This design comes from an exercise in tuning for small area on the open sky130 flow, not from production work. The RTL was checked by simulation tests, not by an equivalence proof against the original design. No driver is modelled on the clock port, so clock power and skew are understated where the tree is cut down; a real chip needs a root buffer or a tree. Power is estimated from default activity; no workload was simulated.

==> run a: inputs <==
## esaxi
module esaxi ( 
   wr_access, wr_packet, rd_access, rd_packet, rr_wait, s_axi_arready,
   s_axi_awready, s_axi_bid, s_axi_bresp, s_axi_bvalid, s_axi_rid,
   s_axi_rdata, s_axi_rlast, s_axi_rresp, s_axi_rvalid, s_axi_wready,
   wr_wait, rd_wait, rr_access, rr_packet, s_axi_aclk, s_axi_aresetn,
   s_axi_arid, s_axi_araddr, s_axi_arburst, s_axi_arcache,
   s_axi_arlock, s_axi_arlen, s_axi_arprot, s_axi_arqos, s_axi_arsize,
   s_axi_arvalid, s_axi_awid, s_axi_awaddr, s_axi_awburst,
   s_axi_awcache, s_axi_awlock, s_axi_awlen, s_axi_awprot,
   s_axi_awqos, s_axi_awsize, s_axi_awvalid, s_axi_bready,
   s_axi_rready, s_axi_wid, s_axi_wdata, s_axi_wlast, s_axi_wstrb,
   s_axi_wvalid
   );
export LEC_CHECK = 0
export ABC_AREA = 1
export CAP_MARGIN = 20
export CORE_MARGIN = 2
export CORE_UTILIZATION = 55
export PLACE_DENSITY = 0.85
export SLEW_MARGIN = 20
create_clock -name core_clock -period 10.0 [get_ports {s_axi_aclk}]
standard.sh (not shown) runs the stock make flow with config.mk's settings and CLKGATE_MAP_FILE= SYNTH_SCRIPT=/design/flow/synth_recipe.tcl, a recipe that flattens the netlist after the stock synthesis.
==> flow/flow/run.sh <==
#!/bin/bash
# Standard ORFS layout (bash standard.sh) with these changes to how the layout is made:
#  - synthesis is synth_recipe.tcl unchanged, except that Yosys's abc call maps
#    the logic with flow/area.abc (an area-oriented ABC script);
#  - port buffers use the smallest buffer cell (buf_1);
#  - constant outputs keep the one tie cell per value that synthesis made
#    (no repair_tie_fanout);
#  - the clock tree is built by flow/cts_manual.tcl (a PRE_CTS hook): groups of
#    at most MY_CTS_MAX_SINKS flip-flops, one leaf buffer per group, one root
#    buffer; the rest of the CTS step (legalisation, timing repair) is ORFS's.
set -euo pipefail
here=$(pwd)
export FLOW_SYNTH_TCL="$here/synth_recipe.tcl"
export MY_ABC_SCRIPT="$here/flow/area.abc"
export BUFFER_PORTS_ARGS="-buffer_cell sky130_fd_sc_hd__buf_1"
export SKIP_REPAIR_TIE_FANOUT=1
export PLACE_PINS_ARGS="${MY_PLACE_PINS_ARGS:--min_distance 1 -min_distance_in_tracks}"
export PRE_CTS_TCL="$here/flow/cts_manual.tcl"
export MY_CTS_CLOCK=s_axi_aclk
export MY_CTS_LEAF=sky130_fd_sc_hd__clkbuf_8
export MY_CTS_ROOT=sky130_fd_sc_hd__clkbuf_8
export MY_CTS_MAX_SINKS=${MY_CTS_MAX_SINKS:-20}
export MY_CTS_MAX_HP_UM=${MY_CTS_MAX_HP_UM:-1000}
bash standard.sh SYNTH_SCRIPT="$here/flow/synth_wrap.tcl" finish > standard_flow.log 2>&1
Other scripts of this flow, unchanged in this note and not shown: flow/flow/area.abc, flow/flow/cts_manual.tcl, flow/flow/synth_wrap.tcl
==> inputs of run b, as changes to run a <==
--- a/flow/design.v
+++ b/flow/design.v
@@ -103,14 +103,15 @@
    output 	      s_axi_wready;
    reg 		      s_axi_awready;
    reg 		      s_axi_wready;
    reg 		      s_axi_bvalid;
    reg 		      s_axi_arready;
    reg 		      s_axi_rvalid;
    reg [31:0] 	      s_axi_rdata;
+   reg 		      rresp_err;
    reg [S_IDW-1:0]    s_axi_rid;
    reg [S_IDW-1:0]    axi_bid;
    reg 		      wr_access;
    reg 		      rd_access;
    reg 		      write_active;
    reg 		      b_wait;
    reg 		      pre_wr_en;
@@ -217,15 +218,15 @@
 		     .ctrlmode_out	(5'b0),
 		     .dstaddr_out	({wr_addr[31:2], wr_lane[1:0]}),
 		     .data_out		(wr_data[DW-1:0]),
 		     .srcaddr_out	(32'b0)
 		     );
    reg [31:0] 	      rd_addr;
    reg [1:0] 	      rd_size;
-   reg [7:0] 	      rd_left_n;     
+   reg [7:0] 	      rd_len;
    always @(posedge s_axi_aclk)
      if (~s_axi_aresetn)
        begin
 	  s_axi_arready <= 1'b0;
 	  read_active   <= 1'b0;
 	  rd_next       <= 1'b0;
 	  rd_access     <= 1'b0;
@@ -242,70 +243,69 @@
 	    read_active <= 1'b0;
 	  rd_next   <= ar_fire | (r_fire & ~s_axi_rlast);
 	  rd_access <= rd_next;
        end
    wire 	      rd_incr = r_fire & (s_axi_arburst == 2'b01);
    wire [31:2] 	      rd_carry;
    wire [31:2] 	      rd_addr_inc;
-   wire [7:0] 	      rd_lcarry;
-   wire [7:0] 	      rd_left_n_inc;
+   wire [7:0] 	      rd_borrow;
+   wire [7:0] 	      rd_len_dec;
    assign rd_carry[2]  = rd_incr;
-   assign rd_lcarry[0] = r_fire;
+   assign rd_borrow[0] = r_fire;
    generate
       for (gi = 2; gi < 32; gi = gi + 1) begin : g_rd_inc
 	 assign rd_addr_inc[gi] = rd_addr[gi] ^ rd_carry[gi];
 	 if (gi < 31) begin : g_c
 	    assign rd_carry[gi+1] = rd_carry[gi] & rd_addr[gi];
 	 end
       end
-      for (gi = 0; gi < 8; gi = gi + 1) begin : g_rd_left
-	 assign rd_left_n_inc[gi] = rd_left_n[gi] ^ rd_lcarry[gi];
+      for (gi = 0; gi < 8; gi = gi + 1) begin : g_rd_dec
+	 assign rd_len_dec[gi] = rd_len[gi] ^ rd_borrow[gi];
 	 if (gi < 7) begin : g_b
-	    assign rd_lcarry[gi+1] = rd_lcarry[gi] & rd_left_n[gi];
+	    assign rd_borrow[gi+1] = rd_borrow[gi] & ~rd_len[gi];
 	 end
       end
    endgenerate
    always @(posedge s_axi_aclk)
      begin
 	if (s_axi_arready)
 	  begin
 	     rd_size   <= s_axi_arsize[1:0];
 	     s_axi_rid <= s_axi_arid;
 	  end
 	rd_addr[31:2] <= s_axi_arready ? s_axi_araddr[31:2] : rd_addr_inc;
 	rd_addr[1:0]  <= s_axi_arready ? s_axi_araddr[1:0] :
 			 rd_addr[1:0] & {2{~rd_incr}};
-	rd_left_n     <= s_axi_arready ? ~s_axi_arlen : rd_left_n_inc;
+	rd_len        <= s_axi_arready ? s_axi_arlen : rd_len_dec;
      end
-   assign s_axi_rlast = &rd_left_n;
+   assign s_axi_rlast = ~(|rd_len);
    emesh2packet e2p_rd (
 		     .packet_out	(rd_packet[PW-1:0]),
 		     .write_out		(1'b0),
 		     .datamode_out	(rd_size[1:0]),
 		     .ctrlmode_out	(5'b0),
 		     .dstaddr_out	(rd_addr[AW-1:0]),
 		     .data_out		(32'b0),
 		     .srcaddr_out	(RETURN_ADDR)
 		     );
    wire [DW-1:0]      rr_data;
    reg 		      tmo_armed;
-   reg 		      tmo_err;       
+   reg 		      tmo_expired;
    packet2emesh p2e_rr (
 			  .write_in		(),
 			  .datamode_in		(),
 			  .ctrlmode_in		(),
 			  .dstaddr_in		(),
 			  .data_in		(rr_data[DW-1:0]),
 			  .srcaddr_in		(),
 			  .packet_in		(rr_packet[PW-1:0])
 			  );
    assign rr_wait = 1'b0;
-   wire 	      tmo_fire         = tmo_err & ~s_axi_rvalid;
-   wire 	      rr_return_access = rr_access | tmo_fire;
-   wire [31:0] 	      rr_return_data   = tmo_err ? 32'hDEADBEEF : rr_data;
+   wire 	      rr_return_access = rr_access | tmo_expired;
+   wire [31:0] 	      rr_return_data   = tmo_expired ? 32'hDEADBEEF : rr_data;
    always @(posedge s_axi_aclk)
      if (~s_axi_aresetn)
        s_axi_rvalid <= 1'b0;
      else if (rr_return_access)
        s_axi_rvalid <= 1'b1;
      else if (s_axi_rready)
        s_axi_rvalid <= 1'b0;
@@ -317,30 +317,30 @@
        default: rr_fmt = rr_return_data;
      endcase
    wire [16:0] 	      tmo_count = s_axi_rdata[16:0];
    wire 	      tmo_zero  = &tmo_count;
    always @(posedge s_axi_aclk)
      if (~s_axi_rvalid)
        begin
+	  rresp_err          <= tmo_expired;
 	  s_axi_rdata[31:17] <= rr_fmt[31:17];
 	  if (rr_return_access)
 	    s_axi_rdata[16:0] <= rr_fmt[16:0];
 	  else if (tmo_armed)
 	    s_axi_rdata[16:0] <= {tmo_count[15:0], tmo_count[16] ^ tmo_count[13]};
 	  else
 	    s_axi_rdata[16:0] <= 17'h001FC;
        end
-   assign s_axi_rresp = {tmo_err, 1'b0};
+   assign s_axi_rresp = {rresp_err, 1'b0};
    always @(posedge s_axi_aclk)
      if (~s_axi_aresetn)
        begin
-	  tmo_armed <= 1'b0;
-	  tmo_err   <= 1'b0;
+	  tmo_armed   <= 1'b0;
+	  tmo_expired <= 1'b0;
        end
      else
        begin
-	  tmo_armed <= tmo_armed ? (~rr_access & ~tmo_zero) :
-		       (~tmo_err & ar_fire);
-	  tmo_err   <= (tmo_armed & ~rr_access & tmo_zero) |
-		       (tmo_err & ~r_fire);
+	  tmo_armed   <= tmo_armed ? (~rr_access & ~tmo_zero) :
+			 (~tmo_expired & ar_fire);
+	  tmo_expired <= tmo_armed & ~rr_access & tmo_zero;
        end
 endmodule  
==> comparison table <==
metric	run b	run a
Crit-path max cell delay	0.20 ns	0.21 ns
Post-CTS clock slew at the launch and capture registers of the worst setup and hold paths	0.11 ns	0.12 ns
Iteration count of the initial detailed-routing pass	5	8
Count of buffering cells on the critical path with inverters included	1	2
Power Density	177 nW/um^2	177 nW/um^2
Gate count after technology mapping	723	716
Total length of routed wires	19200 um	19400 um
EDFF count, synth	62	61
XOR/XNOR Fraction of Synth Area	0%	0.104%
Share of the final layout cell area in sequential cells	52.7%	52.5%
Proportion of synthesized chip area in sequential cells	58.1%	58.1%
GR met2 Demand/Resource	38.4%	38.9%
Result of the run	timing/DRC/antenna clean	timing/DRC/antenna clean
In every run of this note, the design's own scripts or RTL, not TritonCTS, make the clock network.

* * *

==> v36: inputs <==
esaxi with an RTL version that a note above also has.
Settings: LEC_CHECK=0, ABC_AREA=1, CAP_MARGIN=20, CORE_MARGIN=2, CORE_UTILIZATION=25, PLACE_DENSITY=0.85, SLEW_MARGIN=20; clock period 10.0 ns.
==> flow/flow/run.sh <==
#!/bin/bash
# Standard ORFS layout (bash standard.sh) with these changes to how the layout is made:
#  - synthesis is synth_recipe.tcl unchanged, except that Yosys's abc call maps
#    the logic with flow/area.abc (an area-oriented ABC script);
#  - port buffers use the smallest buffer cell (buf_1);
#  - constant outputs keep the one tie cell per value that synthesis made
#    (no repair_tie_fanout);
#  - the clock tree is built by flow/cts_manual.tcl (a PRE_CTS hook): groups of
#    at most MY_CTS_MAX_SINKS flip-flops, one leaf buffer per group, one root
#    buffer; the rest of the CTS step (legalisation, timing repair) is ORFS's.
set -euo pipefail
here=$(pwd)
export FLOW_SYNTH_TCL="$here/synth_recipe.tcl"
export MY_ABC_SCRIPT="$here/flow/area.abc"
export BUFFER_PORTS_ARGS="-buffer_cell sky130_fd_sc_hd__buf_1"
export SKIP_REPAIR_TIE_FANOUT=1
export PRE_CTS_TCL="$here/flow/cts_manual.tcl"
export MY_CTS_CLOCK=s_axi_aclk
export MY_CTS_LEAF=sky130_fd_sc_hd__clkbuf_8
export MY_CTS_ROOT=sky130_fd_sc_hd__clkbuf_8
export MY_CTS_MAX_SINKS=${MY_CTS_MAX_SINKS:-16}
bash standard.sh SYNTH_SCRIPT="$here/flow/synth_wrap.tcl" finish > standard_flow.log 2>&1
==> flow/flow/cts_manual.tcl <==
# PRE_CTS hook: build a two-level clock tree by hand, then make the
# clock_tree_synthesis call in cts.tcl a no-op. The flip-flops are split into
# compact groups of at most MY_CTS_MAX_SINKS (recursive cuts across the longer
# side at the sink count's proportion); each group gets a leaf buffer at its
# centre, and one root buffer at the centre of the leaves drives all leaves
# from the clock port.
set cts_max_sinks $::env(MY_CTS_MAX_SINKS)
set db [ord::get_db]
set block [ord::get_db_block]
set leaf_master [$db findMaster $::env(MY_CTS_LEAF)]
set root_master [$db findMaster $::env(MY_CTS_ROOT)]
set clk_net [$block findNet $::env(MY_CTS_CLOCK)]

set sinks {}
foreach it [$clk_net getITerms] {
  set bb [[$it getInst] getBBox]
  lappend sinks [list $it [expr {([$bb xMin] + [$bb xMax]) / 2}] [expr {([$bb yMin] + [$bb yMax]) / 2}]]
}

proc cts_split { sinks maxs } {
  set n [llength $sinks]
  if { $n <= $maxs } { return [list $sinks] }
  set k [expr {($n + $maxs - 1) / $maxs}]
  set k1 [expr {$k / 2}]
  set xs [lmap s $sinks {lindex $s 1}]
  set ys [lmap s $sinks {lindex $s 2}]
  set w [expr {[tcl::mathfunc::max {*}$xs] - [tcl::mathfunc::min {*}$xs]}]
  set h [expr {[tcl::mathfunc::max {*}$ys] - [tcl::mathfunc::min {*}$ys]}]
  set axis [expr {$w >= $h ? 1 : 2}]
  set sorted [lsort -integer -index $axis $sinks]
  set n1 [expr {int(round(double($n) * $k1 / $k))}]
  return [concat [cts_split [lrange $sorted 0 [expr {$n1 - 1}]] $maxs] \
                 [cts_split [lrange $sorted $n1 end] $maxs]]
}

proc cts_place { inst cx cy } {
  set m [$inst getMaster]
  $inst setLocation [expr {$cx - [$m getWidth] / 2}] [expr {$cy - [$m getHeight] / 2}]
  $inst setPlacementStatus PLACED
}

set groups [cts_split $sinks $cts_max_sinks]
set root_net [odb::dbNet_create $block "clknet_root"]
$root_net setSigType CLOCK
set i 0
set lx 0
set ly 0
foreach g $groups {
  set cx 0
  set cy 0
  foreach s $g {
    set cx [expr {$cx + [lindex $s 1]}]
    set cy [expr {$cy + [lindex $s 2]}]
  }
  set cx [expr {$cx / [llength $g]}]
  set cy [expr {$cy / [llength $g]}]
  set lx [expr {$lx + $cx}]
  set ly [expr {$ly + $cy}]
  set leaf [odb::dbInst_create $block $leaf_master "clkbuf_leaf_$i"]
  cts_place $leaf $cx $cy
  set net [odb::dbNet_create $block "clknet_leaf_$i"]
  $net setSigType CLOCK
  foreach s $g {
    set it [lindex $s 0]
    $it disconnect
    $it connect $net
  }
  [$leaf findITerm X] connect $net
  [$leaf findITerm A] connect $root_net
  puts "manual CTS: leaf $i with [llength $g] sinks at ($cx, $cy)"
  incr i
}
set root [odb::dbInst_create $block $root_master "clkbuf_root"]
cts_place $root [expr {$lx / $i}] [expr {$ly / $i}]
[$root findITerm X] connect $root_net
[$root findITerm A] connect $clk_net
$clk_net setSigType CLOCK
puts "manual CTS: $i leaves, root at ([expr {$lx / $i}], [expr {$ly / $i}])"

global_connect
set_propagated_clock [all_clocks]

proc clock_tree_synthesis { args } {
  puts "clock_tree_synthesis skipped: the clock tree was built by cts_manual.tcl"
}
Other scripts of this flow, unchanged in this note and not shown: flow/flow/area.abc, flow/flow/synth_wrap.tcl
==> inputs of v32, as changes to v36 <==
==> flow/flow/run.sh (replaced) <==
#!/bin/bash
# Standard ORFS layout (bash standard.sh) with these changes to how the layout is made:
#  - synthesis is synth_recipe.tcl unchanged, except that Yosys's abc call maps
#    the logic with flow/area.abc (an area-oriented ABC script);
#  - port buffers use the smallest buffer cell (buf_1);
#  - constant outputs keep the one tie cell per value that synthesis made
#    (no repair_tie_fanout);
#  - the clock tree uses clkbuf_8 buffers, sink clusters of up to 12 flops
#    within 50 um, and no dummy loads.
set -euo pipefail
here=$(pwd)
export FLOW_SYNTH_TCL="$here/synth_recipe.tcl"
export MY_ABC_SCRIPT="$here/flow/area.abc"
export BUFFER_PORTS_ARGS="-buffer_cell sky130_fd_sc_hd__buf_1"
export SKIP_REPAIR_TIE_FANOUT=1
export CTS_ARGS="-sink_clustering_enable -repair_clock_nets -buf_list sky130_fd_sc_hd__clkbuf_8 -sink_clustering_size 20 -sink_clustering_max_diameter 60 -balance_levels -dont_use_dummy_load"
bash standard.sh SYNTH_SCRIPT="$here/flow/synth_wrap.tcl" finish > standard_flow.log 2>&1
removed: flow/flow/cts_manual.tcl
==> impl_metrics.yaml <==
finish:
  final_cell_count_no_fill: 1427
  drive_gt1_frac: 0.02658
  fin_util: 0.2922
  area_growth_pct: 15.52
route:
  vias_per_cell: 4.445
  dr_wl_met2_mm: 11.82
  met1_length_mm: 8.931
  wl_met3_mm: 1.866
global_route:
  grt_usage: 0.1267
power:
  clockPowerShare: 0.250
  leakage_nw: 3.786
hold_path:
  min_to: "wr_data[21]"
  hold_start: "wr_data_reg[21]"
run_status:
  status: "finished clean"
worst_setup_path:
  rr_endpoint: "rd_addr[31]"
  cp.arrival_ns: 8.45
  reg2regPathDepth: 37
timing:
  fin_hold_ws_ns: 0.2561
  relSlewSlack: 0.3609
That was v32.
==> impl_metrics.yaml <==
finish:
  area_growth_pct: 14.87
  final_cell_count_no_fill: 1423
  largest_reg_flops: 64
  drive_gt1_frac: 0.02259
  fin_util: 0.2906
worst_setup_path:
  r2r_start: "s_axi_rvalid"
  rr_endpoint: "rd_addr[30]"
  cp.arrival_ns: 8.48
timing:
  fin_hold_ws_ns: 0.3284
  relSlewSlack: 0.3717
power:
  clockPowerShare: 0.234
  leakage_nw: 3.757
route:
  met1_length_mm: 8.887
  dr_wl_met2_mm: 11.49
  vias_per_cell: 4.471
  wl_met3_mm: 2.095
run_status:
  status: "finished clean"
hold_path:
  min_to: "wr_data[24]"
  hold_start: "wr_data_reg[24]"
global_route:
  grt_usage: 0.1252
That was v36.
The clock cells of v36 come from the design's own scripts or RTL, not from TritonCTS.

static timing again, ports no longer ideal:
No port has a modelled driver above. Below, the same layouts with a new extraction and two added sets of constraints. Step 1 assumes that a clkbuf_16 drives the clock port and a buf_2 every other input. Step 2 moves the port delays by t, midway between the first and last clock arrival at a register: inputs arrive t later, outputs are due t later. That takes back most of the time a late clock gives input paths. Slacks: ideal / step 1 / step 2; pairs: ideal / step 1.
| run | t, ns | setup WS [ns] | worst hold slack (ns) | latest minus earliest clock arrival (ns) | worst slew at a driven data input, ns |
|---|---|---|---|---|---|
| run a | 0.492 | 2.061 / 2.052 / 1.560 | 0.330 / 0.330 / 0.330 | 0.016 / 0.016 | 0.07 |
| run b | 0.484 | 2.276 / 2.263 / 1.779 | 0.333 / 0.333 / 0.333 | 0.015 / 0.015 | 0.07 |
| v36 | 0.557 | 1.931 / 1.946 / 1.389 | 0.328 / 0.328 / 0.328 | 0.032 / 0.032 | 0.08 |
| v32 | 0.548 | 2.011 / 2.032 / 1.483 | 0.256 / 0.256 / 0.256 | 0.085 / 0.085 | 0.09 |
After both steps every run listed still meets setup and hold. The setup slack of v36, which loses most, moves by +0.015 ns with the drivers and by -0.542 ns with both steps.
